Background: an optimization exercise with open tools, aiming at small area, a short achievable clock period and few clock cycles per item. Do not read the settings as production practice. Only simulation tests tie the RTL to the original design; equivalence was not proved. No activity file was given, so power comes from the tool's default toggle rates.

## multiplier
module multiplier #(MANT_BITS=23, EXP_BITS=8)(
	input wire clk,
	input wire reset_n,
	input wire input_valid,
	input logic [EXP_BITS+MANT_BITS:0] in_a,
	input logic [EXP_BITS+MANT_BITS:0] in_b,
	output logic [EXP_BITS+MANT_BITS:0] data_out,
	output logic output_valid
);
localparam [1:0] IDLE = 2'd0, SHIFT = 2'd1, MUL = 2'd2;
logic [1:0] st;
logic [7:0] ea, eb;
logic za, zb;
logic [9:0] esum;               
logic slow;
assign ea = in_a[30:23];
assign eb = in_b[30:23];
assign za = (ea == 8'd0);
assign zb = (eb == 8'd0);
assign esum = {2'b0, ea | {7'b0, za}} + {2'b0, eb | {7'b0, zb}};
assign slow = (za & ~zb & (|in_a[22:0])) | (zb & ~za & (|in_b[22:0]));
logic [23:0] sh;                
logic        sh_a;              
logic [8:0]  e;                 
logic        s126_r;
wire shifting = (st == SHIFT) && !sh[23] && !e[8] && !s126_r;
always_ff @(posedge clk) begin
	if (st == IDLE) begin
		sh <= {1'b0, za ? in_a[22:0] : in_b[22:0]};
		sh_a <= za;
	end else if (shifting)
		sh <= sh << 1;
end
wire use_sh = (st == MUL);
wire [23:0] x = (use_sh && sh_a) ? sh : {~za, in_a[22:0]};
wire [23:0] y = (use_sh && !sh_a) ? sh : {~zb, in_b[22:0]};
	wire pp1 = x[0] & y[0];
	wire pp2 = x[0] & y[1];
	wire pp3 = x[0] & y[2];
	wire pp4 = x[0] & y[3];
	wire pp5 = x[0] & y[4];
  ...
Size in the first run: roughly 1900 cells after synthesis, roughly 19000 µm² of cells after synthesis.
export LEC_CHECK = 0
export CAP_MARGIN = 20
export CORE_MARGIN = 2
export CORE_UTILIZATION = 50
export SETUP_SLACK_MARGIN = 2.5
export SLEW_MARGIN = 20
export SYNTH_HIERARCHICAL = 1
create_clock -name core_clock -period 8.0 [get_ports {clk}]
standard.sh (not shown) runs the stock make flow with config.mk's settings and CLKGATE_MAP_FILE= SYNTH_SCRIPT=/design/flow/synth_recipe.tcl, a recipe that flattens the netlist after the stock synthesis.
==> flow/flow/run.sh <==
#!/bin/bash
set -euo pipefail
export BUFFER_PORTS_ARGS="-buffer_cell sky130_fd_sc_hd__buf_4"
bash standard.sh > standard.log 2>&1
The first run produced a clean layout.
Testbench counts at the start, summed over its fixed seeds: cycles 3,200, items 3,200.
==> next run, changes <==
--- a/flow/config.mk
+++ b/flow/config.mk
@@ -10 +10 @@
-export CORE_UTILIZATION = 50
+export CORE_UTILIZATION = 65
Result: The changed run finished clean. Combinational power climbs by a few percent. Synthesized cell count stays the same. Sequential cell count stays the same. Core utilization increases by 15 points. Die area went down by about a fifth. Total power went up by a few percent. Final cell count goes down by a few percent.


## the baseline
Starting RTL as in the previous note.
==> flow/config.mk <==
export PLATFORM = sky130hd
export DESIGN_NAME = multiplier
export DESIGN_NICKNAME = multiplier
export VERILOG_FILES = /design/flow/design.v
export SDC_FILE = /design/flow/constraint.sdc
export NUM_CORES = 4
export LEC_CHECK = 0
export CAP_MARGIN = 20
export CORE_MARGIN = 2
export CORE_UTILIZATION = 65
export SETUP_SLACK_MARGIN = 3.5
export SLEW_MARGIN = 20
export SYNTH_HIERARCHICAL = 1
==> flow/constraint.sdc <==
create_clock -name core_clock -period 8.0 [get_ports {clk}]
set_input_delay 1.6000 -clock core_clock [delete_from_list [all_inputs] [get_ports {clk}]]
set_output_delay 1.6000 -clock core_clock [all_outputs]
set_load 0.01 [all_outputs]
Scripts as last shown in full above: flow/flow/run.sh
The log for the baseline ends in global routing (5_1_grt) with error GRT-0232, so the run never completed.
Testbench counts of the baseline, summed over its fixed seeds: cycles 3,200, items 3,200.
--- input diff the baseline..the candidate ---
diff --git a/flow/config.mk b/flow/config.mk
--- a/flow/config.mk
+++ b/flow/config.mk
@@ -10,3 +10,3 @@
 export CORE_UTILIZATION = 65
-export SETUP_SLACK_MARGIN = 3.5
+export SETUP_SLACK_MARGIN = 3.0
 export SLEW_MARGIN = 20
## What came out
Seen in the log of the candidate: GRT-0232 during global routing (5_1_grt), after which the run never completed. Post-placement cell count of the baseline is on par with the candidate. Compared with the baseline, in the candidate HPWL after detailed placement decreased by 1.7% relative to the old numbers; number of flops mapped to enable cells by yosys closely matched the old numbers; share of async-settable or async-resettable flops after synthesis closely matched the old numbers; total setup buffers inserted after CTS decreased by 72 relative to the old numbers.

-- static timing again, ports no longer ideal --
The results above use ideal ports. As a check the final layouts listed here were re-extracted and re-timed, cells and wires unchanged. Step 1 assumes that a clkbuf_16 drives the clock port and a buf_2 every other input. Step 2, shift: input delay + t, output delay - t, t = (earliest + latest rising clock arrival at the registers) / 2. This alone moves slack from input paths to output paths. Slacks: ideal / step 1 / step 2; pairs: ideal / step 1.
run	t, ns	setup WS [ns]	worst register clock-pin slew, ns
the first run of note 1	0.437	2.508 / 2.537 / 2.100	0.09 / 0.09
the second run of note 1	0.445	2.491 / 2.519 / 2.075	0.09 / 0.09
After both steps every run listed still meets setup and hold. For the second run of note 1, which loses most, drivers alone change the setup slack by +0.028 ns; drivers and shift together by -0.416 ns.
